This design comes from an exercise in tuning for small area on the open sky130 flow, not from production work. RTL that was checked went through simulation tests only; none was proved equivalent to the original. The flow treats the clock pin as an ideal source. Dropping or thinning the clock tree relies on that and would not hold on a real chip. Power is estimated from default activity; no workload was simulated.

==> flow/design.v (excerpt) <==
module i2c_master
#(
parameter input_clk = 25_000_000,
parameter bus_clk   = 400_000
)(
input           clk         ,
input           reset_n     ,
input           ena         ,
input     [6:0] addr        ,
input           rw          ,
input     [7:0] data_wr     ,
output reg      busy        ,
output reg[7:0] data_rd     ,
output reg      ack_error   ,
input           sda_i       ,
input           scl_i       ,
output          sda_oe      ,
output          scl_oe
);
Size in the first run: ~180 cells after synthesis, ~38 flip-flops, roughly 1700 µm² of cells after synthesis.
==> module i2c_master, before the edit <==
module i2c_master
#(
parameter input_clk = 25_000_000,
parameter bus_clk   = 400_000
)(
input           clk         ,
input           reset_n     ,
input           ena         ,
input     [6:0] addr        ,
input           rw          ,
input     [7:0] data_wr     ,
output reg      busy        ,
output reg[7:0] data_rd     ,
output reg      ack_error   ,
input           sda_i       ,
input           scl_i       ,
output          sda_oe      ,
output          scl_oe
);
localparam divider = (input_clk/bus_clk)/4;
localparam [1:0] T_CTRL = 2'b00;
localparam [1:0] T_CMD  = 2'b01;
localparam [1:0] T_WR   = 2'b10;
localparam [1:0] T_RD   = 2'b11;
localparam [2:0] C_READY = 3'b000;
localparam [2:0] C_START = 3'b001;
localparam [2:0] C_STOP  = 3'b010;
localparam [2:0] C_RSTART = 3'b011;
localparam [2:0] C_ACK1  = 3'b101;
localparam [2:0] C_ACK2  = 3'b110;
localparam [2:0] C_MACK  = 3'b111;
reg [1:0] ph;         
reg [3:0] sub;        
reg       stretch;
reg [1:0] typ;
reg [2:0] cnt;
reg [7:0] addr_rw;
reg [7:0] data_tx;    
wire sub0   = (sub == 4'd1);
wire wrap   = (sub == divider);
wire q1     = (ph == 2'b01);
wire q2     = (ph == 2'b11);
wire q3     = (ph == 2'b10);
wire rise   = sub0 & q1;               
wire fall   = sub0 & q3;               
wire dclk_p = sub0 ? ph[1] : ph[0];    
wire step   = ~stretch;
wire nq2    = step ? (wrap ? q1 : q2) : q2;
always @(posedge clk or negedge reset_n) begin
  if (~reset_n) begin
    ph <= 2'b00;
    sub <= 4'd1;
    stretch <= 1'b0;
  end else begin
    if (step) begin
      sub <= (sub + 4'd1) | {3'b000, wrap};
      if (wrap)
        ph <= {ph[0], ~ph[1]};
    end
    stretch <= nq2 & ~scl_i;
  end
end
wire match    = (addr_rw == {addr, rw});
wire ctrl     = (typ == T_CTRL);
wire st_ready = ctrl & (cnt == C_READY);
wire st_start = ctrl & (cnt == C_START);
wire st_rstart = ctrl & (cnt == C_RSTART);
wire st_stop  = ctrl & (cnt == C_STOP);
wire st_ack1  = ctrl & (cnt == C_ACK1);
wire st_ack2  = ctrl & (cnt == C_ACK2);
wire st_mack  = ctrl & (cnt == C_MACK);
wire st_cmd   = (typ == T_CMD);
wire st_wr    = (typ == T_WR);
wire st_rd    = (typ == T_RD);
wire last     = (cnt == 3'd7);
wire load     = rise & ena & (st_ready | st_ack2 | st_mack);
wire tx_shift = (rise & st_wr) | (fall & st_rd);
wire rd_end   = rise & st_rd & last;
wire       tx_hold = ~(load | tx_shift);
wire [6:0] tx_next = ({7{load}} & data_wr[6:0]) |
                     ({7{tx_shift & ~load}} & {data_tx[5:0], st_wr | sda_i}) |
                     ({7{tx_hold}} & data_tx[6:0]);
always @(posedge clk) begin
  if (load)
    addr_rw <= {addr, rw};
  data_tx[6:0] <= tx_next;
end
always @(posedge clk or negedge reset_n) begin
  if (~reset_n)
    data_tx[7] <= 1'b1;
  else if (load)
    data_tx[7] <= data_wr[7];
  else if (rd_end)
    data_tx[7] <= ~(ena & match);
  else if (tx_shift)
    data_tx[7] <= data_tx[6];
end
always @(posedge clk or negedge reset_n) begin
  if (~reset_n) begin
    typ <= T_CTRL;
    cnt <= C_READY;
    busy <= 1'b0;
    ack_error <= 1'b0;
    data_rd <= 8'd0;
  end else if (rise) begin
    busy <= ctrl ? (cnt[2] ? ~(cnt[1] & ena) :
                    (cnt == C_READY) ? ena :
                    (cnt != C_STOP)) : 1'b1;
    if (!ctrl) begin
      if (last) begin
        typ <= T_CTRL;
        cnt <= {1'b1, typ};
        if (st_rd)
          data_rd <= data_tx;
      end else begin
        cnt <= cnt + 3'd1;
      end
    end else begin
      case (cnt)
        C_READY: begin
          if (ena) cnt <= C_START;
        end
        C_START, C_RSTART: begin
          typ <= T_CMD;
          cnt <= 3'd0;
        end
        C_ACK1: begin
          typ <= addr_rw[0] ? T_RD : T_WR;
          cnt <= 3'd0;
        end
        C_ACK2, C_MACK: begin
          if (ena) begin
            if (match) begin
              typ <= cnt[1:0];
              cnt <= 3'd0;
            end else begin
              cnt <= C_RSTART;
            end
          end else begin
            cnt <= C_STOP;
          end
        end
        C_STOP: begin
          cnt <= C_READY;
        end
        default: ;
      endcase
    end
  end else if (fall) begin
    if (st_start)
      ack_error <= 1'b0;
    if (st_ack1 | st_ack2)
      ack_error <= ack_error | sda_i;
  end
end
reg sda_ena_n;
always @(*) begin
  case (typ)
    T_CMD:   sda_ena_n = addr_rw[~cnt];
    T_WR:    sda_ena_n = data_tx[7];
    T_RD:    sda_ena_n = 1'b1;
    default:
      case (cnt)
        C_START, C_RSTART: sda_ena_n = dclk_p;
        C_STOP:           sda_ena_n = ~dclk_p;
        C_ACK1:           sda_ena_n = 1'b1;
        default:          sda_ena_n = data_tx[7];
      endcase
  endcase
end
wire scl_ena = ~(st_ready | (st_start & dclk_p) | (st_stop & ~dclk_p));
assign scl_oe = scl_ena & ~ph[1];
assign sda_oe = ~sda_ena_n;
endmodule
Settings: LEC_CHECK=0, CAP_MARGIN=20, CORE_AREA=2 2 60 60, DIE_AREA=0 0 62 62, GPL_TIMING_DRIVEN=0, SLEW_MARGIN=20; clock period 40.0 ns.
standard.sh (not shown) runs the stock make flow with config.mk's settings and CLKGATE_MAP_FILE= SYNTH_SCRIPT=/design/flow/synth_recipe.tcl, a recipe that flattens the netlist after the stock synthesis.
==> flow/flow/run.sh <==
#!/bin/bash
# Own layout flow: the standard ORFS flow (via the standard.sh) with
#  - the standard synthesis script, except that adders are not mapped to
#    adder cells and ABC maps the logic with an area-oriented script
#    (abc_area.abc) instead of ORFS's;
#  - port buffers of the smallest buffer cell;
#  - a clock tree of K leaf buffers fed by the clock port (mycts.tcl).
set -eo pipefail
W=$PWD
F=$W/flow
export OWN_FLOW_DIR=$F
export OWN_FLOW_LOG_DIR=$W
{
  head -n 1 synth_recipe.tcl
  # no adder cells: ABC maps the small counters better from plain logic
  echo 'set ::env(ADDER_MAP_FILE) ""'
  cat <<TCL
proc abc {args} {
  set i [lsearch -exact \$args -script]
  if { \$i >= 0 } { set args [lreplace \$args [expr {\$i + 1}] [expr {\$i + 1}] $F/abc_area.abc] }
  yosys abc {*}\$args
}
TCL
  tail -n +2 synth_recipe.tcl
} > own_synth.tcl
export BUFFER_PORTS_ARGS="-buffer_cell sky130_fd_sc_hd__buf_1"
export PRE_CTS_TCL=$F/cts_hook.tcl
bash standard.sh SYNTH_SCRIPT=$W/own_synth.tcl finish > standard.log 2>&1
Other scripts of this flow, unchanged in this note and not shown: flow/flow/abc_area.abc, flow/flow/cts_hook.tcl, flow/flow/my_cts_trial.tcl, flow/flow/mycts.tcl
Next try:
--- a/flow/design.v
+++ b/flow/design.v
@@ -77,12 +77,11 @@
 wire tx_shift = (rise & st_wr) | (fall & st_rd);
 wire rd_end   = rise & st_rd & last;
-wire       tx_hold = ~(load | tx_shift);
-wire [6:0] tx_next = ({7{load}} & data_wr[6:0]) |
-                     ({7{tx_shift & ~load}} & {data_tx[5:0], st_wr | sda_i}) |
-                     ({7{tx_hold}} & data_tx[6:0]);
 always @(posedge clk) begin
   if (load)
     addr_rw <= {addr, rw};
-  data_tx[6:0] <= tx_next;
+  if (load)
+    data_tx[6:0] <= data_wr[6:0];
+  else if (tx_shift)
+    data_tx[6:0] <= {data_tx[5:0], st_wr | sda_i};
 end
 always @(posedge clk or negedge reset_n) begin
Outcome:
- The new run completed with no timing, DRC or antenna violations
- setup slack is better by 0.12 ns
- sequential share of layout area increases by 2.9 points
- routed wire length stays the same
- clock skew is about the same
- synthesized cell count decreases by 6.6%
- design area went up by 1.4%
- first-iteration DRC count drops by 3.5%
- power is about the same
In every run of this note, the design's own scripts or RTL, not TritonCTS, make the clock network.


## job 105
i2c_master, a different RTL version from the one above (not shown whole).
Size: ~190 cells after synthesis, about 1700 sq um of cells after synthesis.
==> module i2c_master, before the edit <==
module i2c_master
#(
parameter input_clk = 25_000_000,
parameter bus_clk   = 400_000
)(
input           clk         ,
input           reset_n     ,
input           ena         ,
input     [6:0] addr        ,
input           rw          ,
input     [7:0] data_wr     ,
output reg      busy        ,
output reg[7:0] data_rd     ,
output reg      ack_error   ,
input           sda_i       ,
input           scl_i       ,
output          sda_oe      ,
output          scl_oe
);
localparam divider = (input_clk/bus_clk)/4;
localparam [1:0] T_CTRL = 2'b00;
localparam [1:0] T_CMD  = 2'b01;
localparam [1:0] T_WR   = 2'b10;
localparam [1:0] T_RD   = 2'b11;
localparam [2:0] C_READY = 3'b000;
localparam [2:0] C_START = 3'b001;
localparam [2:0] C_STOP  = 3'b010;
localparam [2:0] C_RSTART = 3'b011;
localparam [2:0] C_ACK1  = 3'b101;
localparam [2:0] C_ACK2  = 3'b110;
localparam [2:0] C_MACK  = 3'b111;
reg [1:0] ph;         
reg [3:0] sub;        
reg       stretch;
reg [1:0] typ;
reg [2:0] cnt;
reg [7:0] addr_rw;
reg [7:0] data_tx;    
wire sub0   = (sub == 4'd1);
wire wrap   = (sub == divider);
wire q1     = (ph == 2'b01);
wire q2     = (ph == 2'b11);
wire q3     = (ph == 2'b10);
wire rise   = sub0 & q1;               
wire fall   = sub0 & q3;               
wire dclk_p = sub0 ? ph[1] : ph[0];    
wire step   = ~stretch;
wire nq2    = step ? (wrap ? q1 : q2) : q2;
always @(posedge clk or negedge reset_n) begin
  if (~reset_n) begin
    ph <= 2'b00;
    sub <= 4'd1;
    stretch <= 1'b0;
  end else begin
    if (step) begin
      sub <= (sub + 4'd1) | {3'b000, wrap};
      if (wrap)
        ph <= {ph[0], ~ph[1]};
    end
    stretch <= nq2 & ~scl_i;
  end
end
wire match    = (addr_rw == {addr, rw});
wire ctrl     = (typ == T_CTRL);
wire st_ready = ctrl & (cnt == C_READY);
wire st_start = ctrl & (cnt == C_START);
wire st_rstart = ctrl & (cnt == C_RSTART);
wire st_stop  = ctrl & (cnt == C_STOP);
wire st_ack1  = ctrl & (cnt == C_ACK1);
wire st_ack2  = ctrl & (cnt == C_ACK2);
wire st_mack  = ctrl & (cnt == C_MACK);
wire st_cmd   = (typ == T_CMD);
wire st_wr    = (typ == T_WR);
wire st_rd    = (typ == T_RD);
wire last     = (cnt == 3'd7);
wire load     = rise & ena & (st_ready | st_ack2 | st_mack);
wire tx_shift = (rise & st_wr) | (fall & st_rd);
wire rd_end   = rise & st_rd & last;
wire       tx_hold = ~(load | tx_shift);
wire [6:0] tx_next = ({7{load}} & data_wr[6:0]) |
                     ({7{tx_shift & ~load}} & {data_tx[5:0], st_wr | sda_i}) |
                     ({7{tx_hold}} & data_tx[6:0]);
wire       aw_load = rise & (st_ready | st_ack2 | st_mack);
wire       aw_rot  = rise & st_cmd;
wire       aw_hold = ~(aw_load | aw_rot);
wire [7:0] aw_next = ({8{aw_load}} & {addr, rw}) |
                     ({8{aw_rot}} & {addr_rw[6:0], addr_rw[7]}) |
                     ({8{aw_hold}} & addr_rw);
always @(posedge clk) begin
  addr_rw <= aw_next;
  data_tx[6:0] <= tx_next;
end
always @(posedge clk or negedge reset_n) begin
  if (~reset_n)
    data_tx[7] <= 1'b1;
  else if (load)
    data_tx[7] <= data_wr[7];
  else if (rd_end)
    data_tx[7] <= ~(ena & match);
  else if (tx_shift)
    data_tx[7] <= data_tx[6];
end
always @(posedge clk or negedge reset_n) begin
  if (~reset_n) begin
    typ <= T_CTRL;
    cnt <= C_READY;
    busy <= 1'b0;
    ack_error <= 1'b0;
    data_rd <= 8'd0;
  end else if (rise) begin
    busy <= ctrl ? (cnt[2] ? ~(cnt[1] & ena) :
                    (cnt == C_READY) ? ena :
                    (cnt != C_STOP)) : 1'b1;
    if (!ctrl) begin
      if (last) begin
        typ <= T_CTRL;
        cnt <= {1'b1, typ};
        if (st_rd)
          data_rd <= data_tx;
      end else begin
        cnt <= cnt + 3'd1;
      end
    end else begin
      case (cnt)
        C_READY: begin
          if (ena) cnt <= C_START;
        end
        C_START, C_RSTART: begin
          typ <= T_CMD;
          cnt <= 3'd0;
        end
        C_ACK1: begin
          typ <= addr_rw[0] ? T_RD : T_WR;
          cnt <= 3'd0;
        end
        C_ACK2, C_MACK: begin
          if (ena) begin
            if (match) begin
              typ <= cnt[1:0];
              cnt <= 3'd0;
            end else begin
              cnt <= C_RSTART;
            end
          end else begin
            cnt <= C_STOP;
          end
        end
        C_STOP: begin
          cnt <= C_READY;
        end
        default: ;
      endcase
    end
  end else if (fall) begin
    if (st_start)
      ack_error <= 1'b0;
    if (st_ack1 | st_ack2)
      ack_error <= ack_error | sda_i;
  end
end
reg sda_ena_n;
always @(*) begin
  case (typ)
    T_CMD:   sda_ena_n = addr_rw[7];
    T_WR:    sda_ena_n = data_tx[7];
    T_RD:    sda_ena_n = 1'b1;
    default:
      case (cnt)
        C_START, C_RSTART: sda_ena_n = dclk_p;
        C_STOP:           sda_ena_n = ~dclk_p;
        C_ACK1:           sda_ena_n = 1'b1;
        default:          sda_ena_n = data_tx[7];
      endcase
  endcase
end
wire scl_ena = ~(st_ready | (st_start & dclk_p) | (st_stop & ~dclk_p));
assign scl_oe = scl_ena & ~ph[1];
assign sda_oe = ~sda_ena_n;
endmodule
export LEC_CHECK = 0
export CAP_MARGIN = 20
export CORE_AREA = 2 2 60 60
export DIE_AREA = 0 0 62 62
export GPL_TIMING_DRIVEN = 0
export SLEW_MARGIN = 20
create_clock -name core_clock -period 40.0 [get_ports {clk}]
Scripts as last shown in full above: flow/flow/run.sh
Other scripts of this flow, unchanged in this note and not shown: flow/flow/abc_area.abc, flow/flow/cts_hook.tcl, flow/flow/my_cts_trial.tcl, flow/flow/mycts.tcl
The inputs of job 103 differ from those of job 105 as listed below.
-- flow/design.v --
<<< job 105, line 81
                     ({7{tx_shift & ~load}} & {data_tx[5:0], st_wr | sda_i}) |
                     ({7{tx_hold}} & data_tx[6:0]);
wire       aw_load = rise & (st_ready | st_ack2 | st_mack);
wire       aw_rot  = rise & st_cmd;
wire       aw_hold = ~(aw_load | aw_rot);
wire [7:0] aw_next = ({8{aw_load}} & {addr, rw}) |
                     ({8{aw_rot}} & {addr_rw[6:0], addr_rw[7]}) |
                     ({8{aw_hold}} & addr_rw);
>>> job 103, line 81
                     ({7{tx_shift & ~load}} & {data_tx[5:0], st_wr | sda_i}) |
                     ({7{tx_hold}} & data_tx[6:0]);
wire       aw_rot  = rise & st_cmd;
wire       aw_hold = ~(load | aw_rot);
wire [7:0] aw_next = ({8{load}} & {addr, rw}) |
                     ({8{aw_rot}} & {addr_rw[6:0], addr_rw[7]}) |
                     ({8{aw_hold}} & addr_rw);
Notes after the runs:
- Job 103 vs job 105 — total number of nets in the final design climbed slightly
- Compared with job 105, post-route cell area in job 103 increased slightly.
- Between job 103 and job 105, the cell-internal power does not differ in any meaningful way.
- From job 105 to job 103 the numbers moved as follows: setup slack now sits lower, final period utilization climbed 0.39 points, shortest period the worst path allows up 150 ps, total area of multi-input combinational cells moved up.
- Delta (job 103 minus job 105): fraction of power consumed by combinational cells increased 1.6 points; total vias in the final route essentially unchanged.
- Summary of the comparison: aggregate routed wire length is higher in job 103, relative to job 105.
- Diff job 103..job 105 | core region area | unchanged
- Job 103: flow completed, timing, DRC and antenna clean
No run of this note takes its clock network from TritonCTS; it comes from the design's own scripts or RTL.


== run Z ==
Another version of the RTL of i2c_master (not shown whole).
Size in the first run: about 38 flip-flops, ~1700 sq um of cells after synthesis.
==> module i2c_master, before the edit <==
module i2c_master
#(
parameter input_clk = 25_000_000,
parameter bus_clk   = 400_000
)(
input           clk         ,
input           reset_n     ,
input           ena         ,
input     [6:0] addr        ,
input           rw          ,
input     [7:0] data_wr     ,
output reg      busy        ,
output reg[7:0] data_rd     ,
output reg      ack_error   ,
input           sda_i       ,
input           scl_i       ,
output          sda_oe      ,
output          scl_oe
);
localparam divider = (input_clk/bus_clk)/4;
localparam [1:0] T_CTRL = 2'b00;
localparam [1:0] T_CMD  = 2'b01;
localparam [1:0] T_WR   = 2'b10;
localparam [1:0] T_RD   = 2'b11;
localparam [2:0] C_READY = 3'b000;
localparam [2:0] C_START = 3'b001;
localparam [2:0] C_STOP  = 3'b010;
localparam [2:0] C_RSTART = 3'b011;
localparam [2:0] C_ACK1  = 3'b101;
localparam [2:0] C_ACK2  = 3'b110;
localparam [2:0] C_MACK  = 3'b111;
reg [1:0] ph;         
reg [3:0] sub;        
reg       stretch;
reg [1:0] typ;
reg [2:0] cnt;
reg [7:0] addr_rw;
reg [7:0] data_tx;    
wire sub0   = (sub == 4'd1);
wire wrap   = (sub == divider);
wire q1     = (ph == 2'b01);
wire q2     = (ph == 2'b11);
wire q3     = (ph == 2'b10);
wire rise   = sub0 & q1;               
wire fall   = sub0 & q3;               
wire dclk_p = sub0 ? ph[1] : ph[0];    
wire step   = ~stretch;
wire nq2    = step ? (wrap ? q1 : q2) : q2;
always @(posedge clk or negedge reset_n) begin
  if (~reset_n) begin
    ph <= 2'b00;
    sub <= 4'd1;
    stretch <= 1'b0;
  end else begin
    if (step) begin
      sub <= (sub + 4'd1) | {3'b000, wrap};
      if (wrap)
        ph <= {ph[0], ~ph[1]};
    end
    stretch <= nq2 & ~scl_i;
  end
end
wire match    = (addr_rw == {addr, rw});
wire ctrl     = (typ == T_CTRL);
wire st_ready = ctrl & (cnt == C_READY);
wire st_start = ctrl & (cnt == C_START);
wire st_rstart = ctrl & (cnt == C_RSTART);
wire st_stop  = ctrl & (cnt == C_STOP);
wire st_ack1  = ctrl & (cnt == C_ACK1);
wire st_ack2  = ctrl & (cnt == C_ACK2);
wire st_mack  = ctrl & (cnt == C_MACK);
wire st_cmd   = (typ == T_CMD);
wire st_wr    = (typ == T_WR);
wire st_rd    = (typ == T_RD);
wire last     = (cnt == 3'd7);
wire load     = rise & ena & (st_ready | st_ack2 | st_mack);
wire tx_shift = (rise & st_wr) | (fall & st_rd);
wire rd_end   = rise & st_rd & last;
wire       tx_load = rise & (st_ready | st_ack2 | st_mack);
wire       tx_hold = ~(tx_load | tx_shift);
wire [6:0] tx_next = ({7{tx_load}} & data_wr[6:0]) |
                     ({7{tx_shift}} & {data_tx[5:0], st_wr | sda_i}) |
                     ({7{tx_hold}} & data_tx[6:0]);
wire       aw_load = rise & (st_ready | st_ack2 | st_mack);
wire       aw_rot  = rise & st_cmd;
wire       aw_hold = ~(aw_load | aw_rot);
wire [7:0] aw_next = ({8{aw_load}} & {addr, rw}) |
                     ({8{aw_rot}} & {addr_rw[6:0], addr_rw[7]}) |
                     ({8{aw_hold}} & addr_rw);
always @(posedge clk) begin
  addr_rw <= aw_next;
  data_tx[6:0] <= tx_next;
end
always @(posedge clk or negedge reset_n) begin
  if (~reset_n)
    data_tx[7] <= 1'b1;
  else if (load)
    data_tx[7] <= data_wr[7];
  else if (rd_end)
    data_tx[7] <= ~(ena & match);
  else if (tx_shift)
    data_tx[7] <= data_tx[6];
end
always @(posedge clk or negedge reset_n) begin
  if (~reset_n) begin
    typ <= T_CTRL;
    cnt <= C_READY;
    busy <= 1'b0;
    ack_error <= 1'b0;
    data_rd <= 8'd0;
  end else if (rise) begin
    busy <= ctrl ? (cnt[2] ? ~(cnt[1] & ena) :
                    (cnt == C_READY) ? ena :
                    (cnt != C_STOP)) : 1'b1;
    if (!ctrl) begin
      if (last) begin
        typ <= T_CTRL;
        cnt <= {1'b1, typ};
        if (st_rd)
          data_rd <= data_tx;
      end else begin
        cnt <= cnt + 3'd1;
      end
    end else begin
      case (cnt)
        C_READY: begin
          if (ena) cnt <= C_START;
        end
        C_START, C_RSTART: begin
          typ <= T_CMD;
          cnt <= 3'd0;
        end
        C_ACK1: begin
          typ <= addr_rw[0] ? T_RD : T_WR;
          cnt <= 3'd0;
        end
        C_ACK2, C_MACK: begin
          if (ena) begin
            if (match) begin
              typ <= cnt[1:0];
              cnt <= 3'd0;
            end else begin
              cnt <= C_RSTART;
            end
          end else begin
            cnt <= C_STOP;
          end
        end
        C_STOP: begin
          cnt <= C_READY;
        end
        default: ;
      endcase
    end
  end else if (fall) begin
    if (st_start)
      ack_error <= 1'b0;
    if (st_ack1 | st_ack2)
      ack_error <= ack_error | sda_i;
  end
end
reg sda_ena_n;
always @(*) begin
  case (typ)
    T_CMD:   sda_ena_n = addr_rw[7];
    T_WR:    sda_ena_n = data_tx[7];
    T_RD:    sda_ena_n = 1'b1;
    default:
      case (cnt)
        C_START, C_RSTART: sda_ena_n = dclk_p;
        C_STOP:           sda_ena_n = ~dclk_p;
        C_ACK1:           sda_ena_n = 1'b1;
        default:          sda_ena_n = data_tx[7];
      endcase
  endcase
end
wire scl_ena = ~(st_ready | (st_start & dclk_p) | (st_stop & ~dclk_p));
assign scl_oe = scl_ena & ~ph[1];
assign sda_oe = ~sda_ena_n;
endmodule
Settings: LEC_CHECK=0, CAP_MARGIN=20, CORE_AREA=2 2 60 60, DIE_AREA=0 0 62 62, GPL_TIMING_DRIVEN=0, SLEW_MARGIN=20; clock period 40.0 ns.
Scripts as last shown in full above: flow/flow/run.sh
Other scripts of this flow, unchanged in this note and not shown: flow/flow/abc_area.abc, flow/flow/cts_hook.tcl, flow/flow/my_cts_trial.tcl, flow/flow/mycts.tcl
Run Z completed; timing, DRC and antenna clean
Input-level comparison between run F and run Z:
diff --git a/flow/design.v b/flow/design.v
--- a/flow/design.v
+++ b/flow/design.v
@@ -75,21 +75,15 @@
 wire last     = (cnt == 3'd7);
 wire load     = rise & ena & (st_ready | st_ack2 | st_mack);
 wire tx_shift = (rise & st_wr) | (fall & st_rd);
 wire rd_end   = rise & st_rd & last;
-wire       tx_load = rise & (st_ready | st_ack2 | st_mack);
-wire       tx_hold = ~(tx_load | tx_shift);
-wire [6:0] tx_next = ({7{tx_load}} & data_wr[6:0]) |
-                     ({7{tx_shift}} & {data_tx[5:0], st_wr | sda_i}) |
+wire       tx_hold = ~(load | tx_shift);
+wire [6:0] tx_next = ({7{load}} & data_wr[6:0]) |
+                     ({7{tx_shift & ~load}} & {data_tx[5:0], st_wr | sda_i}) |
                      ({7{tx_hold}} & data_tx[6:0]);
-wire       aw_load = rise & (st_ready | st_ack2 | st_mack);
-wire       aw_rot  = rise & st_cmd;
-wire       aw_hold = ~(aw_load | aw_rot);
-wire [7:0] aw_next = ({8{aw_load}} & {addr, rw}) |
-                     ({8{aw_rot}} & {addr_rw[6:0], addr_rw[7]}) |
-                     ({8{aw_hold}} & addr_rw);
 always @(posedge clk) begin
-  addr_rw <= aw_next;
+  if (load)
+    addr_rw <= {addr, rw};
   data_tx[6:0] <= tx_next;
 end
 always @(posedge clk or negedge reset_n) begin
   if (~reset_n)
@@ -161,9 +155,9 @@
 end
 reg sda_ena_n;
 always @(*) begin
   case (typ)
-    T_CMD:   sda_ena_n = addr_rw[7];
+    T_CMD:   sda_ena_n = addr_rw[~cnt];
     T_WR:    sda_ena_n = data_tx[7];
     T_RD:    sda_ena_n = 1'b1;
     default:
       case (cnt)
## What came out
- Compared with run Z, in run F max-slew violation total from the final report level, critical-path maximum fanout level.
- Going from run Z to run F, the net switching power was found to have gone down by about 8%.
- Maximum frequency was lower in run F than in run Z.
- Route | run F vs run Z | wire shorter in run F
- Comparing run Z and run F, the higher setup slack after layout is on run Z.
- Compared with run Z, run F shows wire length of the first global-routing pass that has gone up slightly.
Function not checked in run Z: the RTL went through the layout flow alone. No run of this note takes its clock network from TritonCTS; it comes from the design's own scripts or RTL.

what the ideal ports hide:
No port has a modelled driver above. Below, the same layouts with a new extraction and two added sets of constraints. Step 1, drivers: a clkbuf_16 drives clk and a buf_2 each remaining input, both assumed. Step 2 times the ports against the registers' clock, not the clock port: input delays grow and output delays shrink by t, the midpoint of the rising clock arrivals with the driver on. Three values: ideal, step 1, step 2; two values: the first two.
| run | shift t [ns] | setup slack, ns | worst register clock-pin slew, ns |
|---|---|---|---|
| the first run of note 1 | 0.191 | 29.858 / 29.812 / 30.002 | 0.09 / 0.09 |
| the second run of note 1 | 0.202 | 29.978 / 29.932 / 30.072 | 0.10 / 0.10 |
| job 105 | 0.205 | 30.015 / 29.970 / 30.128 | 0.11 / 0.11 |
| job 103 | 0.200 | 29.861 / 29.818 / 29.946 | 0.10 / 0.10 |
| run Z | 0.206 | 29.989 / 29.944 / 30.001 | 0.11 / 0.11 |
| run F | 0.205 | 29.867 / 29.819 / 30.024 | 0.10 / 0.10 |
After both steps every run listed still meets setup and hold.
